From an optimization exercise on the open Yosys and OpenROAD flow, aimed at small area and a short achievable clock period; shortcuts taken in it are not production practice. In this exercise RTL edits were held to simulation tests only and were not proved equivalent to the original. Power and IR drop assume default switching activity.

run A:
// MULTI_32bit
module MULTI_32bit(clk, rst, A, B, F);
  input clk, rst;
  input [31:0] A;
  input [31:0] B;
  output reg [31:0] F;
  reg r1_s;
  reg [7:0] r1_e;
  reg r1_c0_0;
  reg r1_c0_1;
  reg r1_c1_0;
  reg r1_c2_0;
  reg r1_c3_0;
  reg r1_c3_1;
  reg r1_c3_2;
  reg r1_c4_0;
  reg r1_c4_1;
  reg r1_c5_0;
  reg r1_c5_1;
  reg r1_c6_0;
  reg r1_c6_1;
  reg r1_c6_2;
  reg r1_c6_3;
  reg r1_c7_0;
  reg r1_c7_1;
  reg r1_c7_2;
  reg r1_c8_0;
  reg r1_c8_1;
  reg r1_c8_2;
  reg r1_c9_0;
  reg r1_c9_1;
  reg r1_c9_2;
  reg r1_c9_3;
  reg r1_c9_4;
  reg r1_c10_0;
  reg r1_c10_1;
  reg r1_c10_2;
  reg r1_c10_3;
  reg r1_c11_0;
  reg r1_c11_1;
  reg r1_c11_2;
  reg r1_c11_3;
  reg r1_c12_0;
  reg r1_c12_1;
  reg r1_c12_2;
  reg r1_c12_3;
  reg r1_c12_4;
  reg r1_c12_5;
  reg r1_c13_0;
  reg r1_c13_1;
  reg r1_c13_2;
  reg r1_c13_3;
  reg r1_c13_4;
  reg r1_c14_0;
  reg r1_c14_1;
  reg r1_c14_2;
  reg r1_c14_3;
  reg r1_c14_4;
  reg r1_c15_0;
  reg r1_c15_1;
  reg r1_c15_2;
  reg r1_c15_3;
  reg r1_c15_4;
  reg r1_c15_5;
  reg r1_c15_6;
  reg r1_c16_0;
  reg r1_c16_1;
  reg r1_c16_2;
  reg r1_c16_3;
  reg r1_c16_4;
  reg r1_c16_5;
  reg r1_c17_0;
  reg r1_c17_1;
  reg r1_c17_2;
  reg r1_c17_3;
  reg r1_c17_4;
  reg r1_c17_5;
  reg r1_c18_0;
  reg r1_c18_1;
  reg r1_c18_2;
  reg r1_c18_3;
  reg r1_c18_4;
  reg r1_c18_5;
  reg r1_c18_6;
  reg r1_c18_7;
  reg r1_c19_0;
  reg r1_c19_1;
  reg r1_c19_2;
  reg r1_c19_3;
  reg r1_c19_4;
  reg r1_c19_5;
  reg r1_c19_6;
  reg r1_c20_0;
  reg r1_c20_1;
  reg r1_c20_2;
  reg r1_c20_3;
  reg r1_c20_4;
  reg r1_c20_5;
  reg r1_c20_6;
  reg r1_c21_0;
  reg r1_c21_1;
  reg r1_c21_2;
  reg r1_c21_3;
  reg r1_c21_4;
  reg r1_c21_5;
  reg r1_c21_6;
  reg r1_c21_7;
  reg r1_c21_8;
  reg r1_c22_0;
  reg r1_c22_1;
  reg r1_c22_2;
  reg r1_c22_3;
  reg r1_c22_4;
  reg r1_c22_5;
  reg r1_c22_6;
  reg r1_c22_7;
  reg r1_c23_0;
  reg r1_c23_1;
  reg r1_c23_2;
  reg r1_c23_3;
  reg r1_c23_4;
  reg r1_c23_5;
  reg r1_c23_6;
  reg r1_c23_7;
  reg r1_c24_0;
  reg r1_c24_1;
  reg r1_c24_2;
  reg r1_c24_3;
  reg r1_c24_4;
  reg r1_c24_5;
  reg r1_c24_6;
  reg r1_c24_7;
  ...
clock: 7.0 ns
lec_check: 0
abc_clock_period_in_ps: 2500
cap_margin: 20
core_margin: 2
core_utilization: 50
cts_buf_list: sky130_fd_sc_hd__clkbuf_16
cts_cluster_diameter: 80
cts_cluster_size: 30
setup_slack_margin: 4.4
slew_margin: 20
synth_hierarchical: 1
synth_minimum_keep_size: 0
standard.sh (not shown) runs the stock make flow with config.mk's settings and CLKGATE_MAP_FILE= SYNTH_SCRIPT=/design/flow/synth_recipe.tcl, a recipe that flattens the netlist after the stock synthesis.
==> flow/flow/run.sh <==
#!/bin/bash
# The standard layout, but with port buffers of a plain buffer cell
# (buffer_ports otherwise picks a delay cell, clkdlybuf4s50_1).
set -euo pipefail
export BUFFER_PORTS_ARGS="-buffer_cell sky130_fd_sc_hd__buf_4"
bash standard.sh > make_finish.log 2>&1
Run A went all the way through the flow, and no timing, DRC or antenna check failed.
For run B, these inputs were changed with respect to run A:
# run A
export LEC_CHECK = 0
export ABC_CLOCK_PERIOD_IN_PS = 2500
export CAP_MARGIN = 20
export CORE_MARGIN = 2
export CORE_UTILIZATION = 50
export CTS_BUF_LIST = sky130_fd_sc_hd__clkbuf_16
export CTS_CLUSTER_DIAMETER = 80
export CTS_CLUSTER_SIZE = 30
export SETUP_SLACK_MARGIN = 4.4
export SLEW_MARGIN = 20
export SYNTH_HIERARCHICAL = 1
export SYNTH_MINIMUM_KEEP_SIZE = 0
create_clock -name core_clock -period 7.0 [get_ports {clk}]
# run B
export LEC_CHECK = 0
export ABC_CLOCK_PERIOD_IN_PS = 2500
export CAP_MARGIN = 20
export CORE_MARGIN = 2
export CORE_UTILIZATION = 50
export CTS_BUF_LIST = sky130_fd_sc_hd__clkbuf_16
export CTS_CLUSTER_DIAMETER = 80
export CTS_CLUSTER_SIZE = 30
export SETUP_SLACK_MARGIN = 4.3
export SLEW_MARGIN = 20
export SYNTH_HIERARCHICAL = 1
export SYNTH_MINIMUM_KEEP_SIZE = 0
create_clock -name core_clock -period 7.0 [get_ports {clk}]
==> summary.txt <==
- Run B did not stop at any stage, and its layout met the timing, design-rule and antenna checks.
- From run A to run B the numbers moved as follows: cell count of the worst reg-to-reg path -4; portion of total power attributed to combinational logic went down by 1.8 points.
- NOTE: proportion of power drawn by the clock network in run B exceeds that of run A
- Final worst-path setup slack: run B vs run A up 0.0087 ns
- Compared with run A, run B shows a antenna cell count that is 2 lower.
- Longest individual stage delay on the worst path: run B higher than run A
- Run B vs run A, share of the core filled with cells went down by 1.1 points.
- For the clock-pin slew reported for the worst setup and hold paths after clock tree synthesis, run B came in 0.03 ns lower than run A did.

========
## before
MULTI_32bit, a different RTL version from the one above (not shown whole).
Size in the first run: roughly 400 flip-flops, about 98 I/O pins, about 22,000 um2 of cells after synthesis.
==> flow/design.v (excerpt) <==
module MULTI_32bit(clk, rst, A, B, F);
  input clk, rst;
  input [31:0] A;
  input [31:0] B;
  output reg [31:0] F;
  reg r1_s;
  reg [7:0] r1_e;
  reg r1_c0_0;
  reg r1_c0_1;
  reg r1_c1_0;
  reg r1_c2_0;
  reg r1_c3_0;
  reg r1_c3_1;
  reg r1_c3_2;
  reg r1_c4_0;
  reg r1_c4_1;
  reg r1_c5_0;
  reg r1_c5_1;
  reg r1_c6_0;
  reg r1_c6_1;
  reg r1_c6_2;
  reg r1_c6_3;
  reg r1_c7_0;
  reg r1_c7_1;
  reg r1_c7_2;
  reg r1_c8_0;
  reg r1_c8_1;
  reg r1_c8_2;
  reg r1_c9_0;
  reg r1_c9_1;
  reg r1_c9_2;
  reg r1_c9_3;
  reg r1_c9_4;
  reg r1_c10_0;
  reg r1_c10_1;
  reg r1_c10_2;
  reg r1_c10_3;
  reg r1_c11_0;
  reg r1_c11_1;
  reg r1_c11_2;
  reg r1_c11_3;
  reg r1_c12_0;
  reg r1_c12_1;
  reg r1_c12_2;
  reg r1_c12_3;
  reg r1_c12_4;
  reg r1_c12_5;
  reg r1_c13_0;
  reg r1_c13_1;
  reg r1_c13_2;
  reg r1_c13_3;
  reg r1_c13_4;
  reg r1_c14_0;
  reg r1_c14_1;
  reg r1_c14_2;
  reg r1_c14_3;
  reg r1_c14_4;
  reg r1_c15_0;
  reg r1_c15_1;
  reg r1_c15_2;
  reg r1_c15_3;
  reg r1_c15_4;
  reg r1_c15_5;
  reg r1_c15_6;
  reg r1_c16_0;
  reg r1_c16_1;
  reg r1_c16_2;
  reg r1_c16_3;
  reg r1_c16_4;
  reg r1_c16_5;
  reg r1_c17_0;
  reg r1_c17_1;
  reg r1_c17_2;
  reg r1_c17_3;
  reg r1_c17_4;
  reg r1_c17_5;
  reg r1_c18_0;
  reg r1_c18_1;
  reg r1_c18_2;
  reg r1_c18_3;
  reg r1_c18_4;
  reg r1_c18_5;
  reg r1_c18_6;
  reg r1_c18_7;
  reg r1_c19_0;
  reg r1_c19_1;
  reg r1_c19_2;
  reg r1_c19_3;
  reg r1_c19_4;
  reg r1_c19_5;
  reg r1_c19_6;
  reg r1_c20_0;
  reg r1_c20_1;
  reg r1_c20_2;
  reg r1_c20_3;
  reg r1_c20_4;
  reg r1_c20_5;
  reg r1_c20_6;
  reg r1_c21_0;
  reg r1_c21_1;
  reg r1_c21_2;
  reg r1_c21_3;
  reg r1_c21_4;
  reg r1_c21_5;
  reg r1_c21_6;
  reg r1_c21_7;
  reg r1_c21_8;
  reg r1_c22_0;
  reg r1_c22_1;
  reg r1_c22_2;
  reg r1_c22_3;
  reg r1_c22_4;
  reg r1_c22_5;
  reg r1_c22_6;
  reg r1_c22_7;
  reg r1_c23_0;
  reg r1_c23_1;
  reg r1_c23_2;
  reg r1_c23_3;
  reg r1_c23_4;
  reg r1_c23_5;
  reg r1_c23_6;
  reg r1_c23_7;
  reg r1_c24_0;
  reg r1_c24_1;
  reg r1_c24_2;
  reg r1_c24_3;
  reg r1_c24_4;
  reg r1_c24_5;
  reg r1_c24_6;
  reg r1_c24_7;
  reg r1_c24_8;
  reg r1_c25_0;
  reg r1_c25_1;
  reg r1_c25_2;
  reg r1_c25_3;
  reg r1_c25_4;
  reg r1_c25_5;
  reg r1_c25_6;
  reg r1_c25_7;
  reg r1_c25_8;
  reg r1_c26_0;
  reg r1_c26_1;
  reg r1_c26_2;
  reg r1_c26_3;
  reg r1_c26_4;
  reg r1_c26_5;
  reg r1_c26_6;
  ...
clock: 7.0 ns
lec_check: 0
abc_clock_period_in_ps: 2500
cap_margin: 20
core_margin: 2
core_utilization: 40
cts_buf_list: sky130_fd_sc_hd__clkbuf_8
setup_slack_margin: 4.2
slew_margin: 20
synth_hierarchical: 1
synth_minimum_keep_size: 0
Scripts as last shown in full above: flow/flow/run.sh
Here is what was changed in the inputs of after compared with before.
-- flow/config.mk --
<<< before, line 12
export CTS_BUF_LIST = sky130_fd_sc_hd__clkbuf_8
export SETUP_SLACK_MARGIN = 4.2
export SLEW_MARGIN = 20
>>> after, line 12
export CTS_BUF_LIST = sky130_fd_sc_hd__clkbuf_8
export SETUP_SLACK_MARGIN = 4.1
export SLEW_MARGIN = 20
[summary]
- Timing startpoint of the critical path = B[5]: before; timing startpoint of the critical path = B[13]: after
- Total power shrinks slightly when moving from before to after.
- Between after and before, the vias per cell figures differ only marginally.
- Changes observed in after relative to before: wire length after detailed routing grew by about 1%; worst setup slack shrank by 88 ps.

## what the ideal ports hide
The flow's constraints put no driver on any port. The routed layouts listed below were extracted and timed again, unchanged, in two steps. Step 1 assumes that a clkbuf_16 drives the clock port and a buf_2 every other input. Step 2 adds t to the input delays and takes it off the output delays; t is the mean of the earliest and latest rising clock arrival at the registers after step 1. Input paths then give back, and output paths get back, about the clock's delay inside the block. a / b / c = ideal ports / drivers / drivers and shift; a / b = the first two.
run | t (ns) | setup slack, ns | hold WS [ns] | worst register clock-pin slew, ns
run A | 0.613 | 4.294 / 4.294 / 3.759 | 0.336 / 0.336 / 0.336 | 0.11 / 0.11
run B | 0.633 | 4.303 / 4.303 / 3.676 | 0.331 / 0.331 / 0.331 | 0.11 / 0.11
before | 0.700 | 4.178 / 4.202 / 3.502 | 0.322 / 0.322 / 0.322 | 0.07 / 0.07
after | 0.686 | 4.089 / 4.103 / 3.417 | 0.321 / 0.321 / 0.321 | 0.06 / 0.06
After both steps setup and hold are still met in every run listed. The setup slack of before, which loses most, moves by +0.024 ns with the drivers and by -0.676 ns with both steps.
